Source: an optimization exercise on an open RTL-to-GDS flow (aim: small area). Production flows keep margins and buffers that such runs may drop. In this exercise RTL edits were held to simulation tests only and were not proved equivalent to the original. No activity file was given, so power comes from the tool's default toggle rates.

cedar:
Design main, start of the top module:
module main(
    input wire clk,
    input wire rst_n,
    output wire scl,
    input  wire sda_i,
    output wire sda_o,
    output wire sda_oe,
    output wire lcd_rs,
    output wire lcd_rw,
    output wire lcd_en,
    output wire [7:0] lcd_data
);
    wire [7:0] adc_data;
    wire       adc_data_valid;
    wire       adc_data_first;
    wire [7:0] vcode;
    ADC_I2C u_adc_i2c(
        .clk_in(clk),
        .rst_n_in(rst_n),
        .scl_out(scl),
        .sda_i(sda_i),
        .sda_o(sda_o),
        .sda_oe(sda_oe),
        .adc_done(adc_data_valid),
        .adc_first(adc_data_first),
        .adc_data(adc_data)
    );
    voltage_convert u_voltage_convert(
        .clk(clk),
        .rst_n(rst_n),
        .adc_data(adc_data),
        .adc_data_valid(adc_data_valid),
        .adc_data_first(adc_data_first),
        .vcode(vcode)
    );
    lcd_1602 u_lcd1602_display(
        .clk(clk),
        .rst_n(rst_n),
        .vcode(vcode),
        .lcd_rs(lcd_rs),
        .lcd_rw(lcd_rw),
        .lcd_en(lcd_en),
        .lcd_data(lcd_data)
    );
endmodule
For scale: about 660 cells after synthesis, roughly 17 I/O pins.
Settings: LEC_CHECK=0, ABC_AREA=1, CAP_MARGIN=20, CORE_MARGIN=2, CORE_UTILIZATION=70, PLACE_DENSITY=0.85, SLEW_MARGIN=20; clock period 50.0 ns.
standard.sh (not shown) runs the stock make flow with config.mk's settings and CLKGATE_MAP_FILE= SYNTH_SCRIPT=/design/flow/synth_recipe.tcl, a recipe that flattens the netlist after the stock synthesis.
==> flow/flow/run.sh <==
#!/bin/bash
# Own layout flow: the standard synthesis, then its combinational logic
# re-mapped for area by ABC (registers untouched; several random seeds of
# ABC's &deepsyn, keeping the smallest netlist), then the standard layout
# with small port buffers and a clock tree without dummy loads.
set -euo pipefail
W=$PWD
R=$W/orfs/results/${FLOW_PLATFORM}/main/base
LIB=$FLOW_HOME/platforms/${FLOW_PLATFORM}/lib/sky130_fd_sc_hd__tt_025C_1v80.lib
YOSYS=yosys
if [[ -x $FLOW_HOME/../tools/install/yosys/bin/yosys ]]; then YOSYS=$FLOW_HOME/../tools/install/yosys/bin/yosys; fi

bash standard.sh synth > $W/standard_synth.log 2>&1
cp $R/1_2_yosys.v $W/std_1_2_yosys.v

resyn() {
  local s=$1
  printf 'strash\n&get -n\n&deepsyn -T 10 -S %d\n&put\nstrash\ndch\namap\n' $s > $W/deep_$s.script
  IN=$W/std_1_2_yosys.v OUT=$W/resyn_$s.v LIB=$LIB SCRIPT=$W/deep_$s.script \
    $YOSYS -c $W/flow/resyn.tcl > $W/resyn_yosys_$s.log 2>&1 || true
}
for batch in "0 1 2 3" "4 5 6 7" "8 9 10 11" "12 13 14 15"; do
  for s in $batch; do resyn $s & done
  wait
done

best=""; best_area=""
for s in $(seq 0 15); do
  if [[ -s $W/resyn_$s.v && -s $W/resyn_$s.v.stat ]]; then
    a=$(awk '/Chip area for module/{print $NF}' $W/resyn_$s.v.stat)
    echo "seed $s area $a" >> $W/resyn_choice.log
    if [[ -z "$best" ]] || awk "BEGIN{exit !($a < $best_area)}"; then best=$s; best_area=$a; fi
  fi
done
echo "chosen seed ${best:-none} area ${best_area:-none}" >> $W/resyn_choice.log
if [[ -n "$best" ]]; then
  cp $W/resyn_$best.v $R/1_2_yosys.v
fi
rm -f $R/1_synth.odb $R/1_synth.sdc

# port buffers: the smallest buffer; clock tree: no dummy loads
bash standard.sh "BUFFER_PORTS_ARGS=-buffer_cell sky130_fd_sc_hd__buf_1" \
  "CTS_ARGS=-sink_clustering_enable -repair_clock_nets -dont_use_dummy_load -buf_list sky130_fd_sc_hd__clkbuf_8" \
  finish > $W/standard_layout.log 2>&1
Other scripts of this flow, unchanged in this note and not shown: flow/flow/resyn.tcl
For amber, these inputs were changed with respect to cedar:
-- flow/design.v --
<<< cedar, line 8
	output				sda_oe,
	output				adc_done,
	output				adc_first,	 
	output	[7:0]		adc_data
);
>>> amber, line 8
	output				sda_oe,
	output				adc_done,
	output	[7:0]		adc_data
);
<<< cedar, line 41
	assign adc_data = rx_data;
	assign adc_done = (state == STOP || state == IDLE) && cnt_bit[3];
	assign adc_first = (state == STOP) && (cnt_clk == 4'd0) && ph && (lfsr == 6'd0);
	assign scl_out = scl;
	assign sda_o = sda_out_r;
	assign sda_oe = sda_dir;
>>> amber, line 40
	assign adc_data = rx_data;
	assign adc_done = (state == STOP || state == IDLE) && cnt_bit[3];
	assign scl_out = (state == STOP && cnt_clk >= 4'd2) ? 1'b1 : scl;
	assign sda_o = sda_out_r;
	assign sda_oe = sda_dir;
<<< cedar, line 202
							sda_out_r <= 1'b0;
						end
						4'd1: scl <= 1'b1;
						4'd5: sda_out_r <= 1'b1;
						default: ;
>>> amber, line 200
							sda_out_r <= 1'b0;
						end
						4'd1: scl <= 1'b0;
						4'd3: scl <= 1'b1;
						4'd5: sda_out_r <= 1'b1;
						default: ;
<<< cedar, line 220
    input wire [7:0] adc_data,
    input wire adc_data_valid,
    input wire adc_data_first,      
    output reg [7:0] vcode
);
    reg [7:0] tcode;
    reg [2:0] fst;
    wire [7:0] diff = adc_data - vcode;
    wire close = !adc_data_first || diff == 8'd0 || diff == 8'd1 || diff == 8'hff;
    wire [7:0] c = adc_data;
    wire [255:0] table_codes = 256'hffe10842108421084210842108421087e108421084210842108421084210842f;
    wire is_table = table_codes[c];
    always @(posedge clk or negedge rst_n) begin
        if (!rst_n) begin
            fst <= 3'd0;
            vcode <= 8'd0;
            tcode <= 8'd0;
        end else if (!adc_data_valid) begin
            if (fst == 3'd6) fst <= 3'd5;
        end else begin
            if (close)
                fst <= (fst < 3'd4) ? fst + 3'd1 : 3'd6;
>>> amber, line 219
    input wire [7:0] adc_data,
    input wire adc_data_valid,
    output reg [7:0] vcode
);
    reg [7:0] tcode;
    reg [2:0] fst;
    reg       first;
    wire [7:0] diff = adc_data - vcode;
    wire close = !first || diff == 8'd0 || diff == 8'd1 || diff == 8'hff;
    wire [7:0] c = adc_data;
    reg is_table;
    always @(*)
        case (c)
            8'd0, 8'd1, 8'd2, 8'd3, 8'd5, 8'd10, 8'd15, 8'd20,
            8'd25, 8'd30, 8'd35, 8'd40, 8'd45, 8'd50, 8'd55, 8'd60,
            8'd65, 8'd70, 8'd75, 8'd80, 8'd85, 8'd90, 8'd95, 8'd100,
            8'd105, 8'd110, 8'd115, 8'd120, 8'd125, 8'd126, 8'd127, 8'd128,
            8'd129, 8'd130, 8'd135, 8'd140, 8'd145, 8'd150, 8'd155, 8'd160,
            8'd165, 8'd170, 8'd175, 8'd180, 8'd185, 8'd190, 8'd195, 8'd200,
            8'd205, 8'd210, 8'd215, 8'd220, 8'd225, 8'd230, 8'd235, 8'd240,
            8'd245, 8'd246, 8'd247, 8'd248, 8'd249, 8'd250, 8'd251, 8'd252,
            8'd253, 8'd254, 8'd255:
                is_table = 1'b1;
            default: is_table = 1'b0;
        endcase
    always @(posedge clk or negedge rst_n) begin
        if (!rst_n) begin
            fst <= 3'd0;
            first <= 1'b1;
            vcode <= 8'd0;
            tcode <= 8'd0;
        end else if (!adc_data_valid) begin
            first <= 1'b1;
            if (fst == 3'd6) fst <= 3'd5;
        end else begin
            first <= 1'b0;
            if (close)
                fst <= (fst < 3'd4) ? fst + 3'd1 : 3'd6;
<<< cedar, line 402
    wire [7:0] adc_data;
    wire       adc_data_valid;
    wire       adc_data_first;
    wire [7:0] vcode;
    ADC_I2C u_adc_i2c(
>>> amber, line 417
    wire [7:0] adc_data;
    wire       adc_data_valid;
    wire [7:0] vcode;
    ADC_I2C u_adc_i2c(
<<< cedar, line 412
        .sda_oe(sda_oe),
        .adc_done(adc_data_valid),
        .adc_first(adc_data_first),
        .adc_data(adc_data)
    );
>>> amber, line 426
        .sda_oe(sda_oe),
        .adc_done(adc_data_valid),
        .adc_data(adc_data)
    );
<<< cedar, line 420
        .adc_data(adc_data),
        .adc_data_valid(adc_data_valid),
        .adc_data_first(adc_data_first),
        .vcode(vcode)
    );
>>> amber, line 433
        .adc_data(adc_data),
        .adc_data_valid(adc_data_valid),
        .vcode(vcode)
    );
==> run summary <==
Diff cedar -> amber: clock latency at the later pin of the worst-skew pair climbed 0.02 ns, overall power consumption climbed 0.96%, number of non-clock buffers climbed 2, multi-input combinational cell count climbed 18, post-route minimum period climbed 0.98 ns. On global-route usage, the lower figure sits with amber, not cedar. Final cell count (amber vs. cedar) increases by a few percent. The final reports for amber and cedar show final-stage net count higher in the former. Relative to cedar, amber improves wire length. For the first-pass GRT wire length, amber came in about 8% lower than cedar did.

-- separate check: timing with driven ports --
The flow's constraints put no driver on any port. The routed layouts listed below were extracted and timed again, unchanged, in two steps. Step 1 sets driving cells, clkbuf_16 on the clock port and buf_2 on the other inputs (assumed; they add their load-dependent delay and slew). Step 2 moves the port delays by t, midway between the first and last clock arrival at a register: inputs arrive t later, outputs are due t later. That takes back most of the time a late clock gives input paths. a / b / c = ideal ports / drivers / drivers and shift; a / b = the first two.
run | shift t [ns] | setup WS [ns] | worst hold slack (ns) | worst setup path at the end
cedar | 0.381 | 37.710 / 37.676 / 38.057 | 0.358 / 0.358 / 0.358 | register to output
amber | 0.393 | 36.728 / 36.696 / 37.090 | 0.352 / 0.352 / 0.352 | register to output
After both steps setup and hold are still met in every run listed.
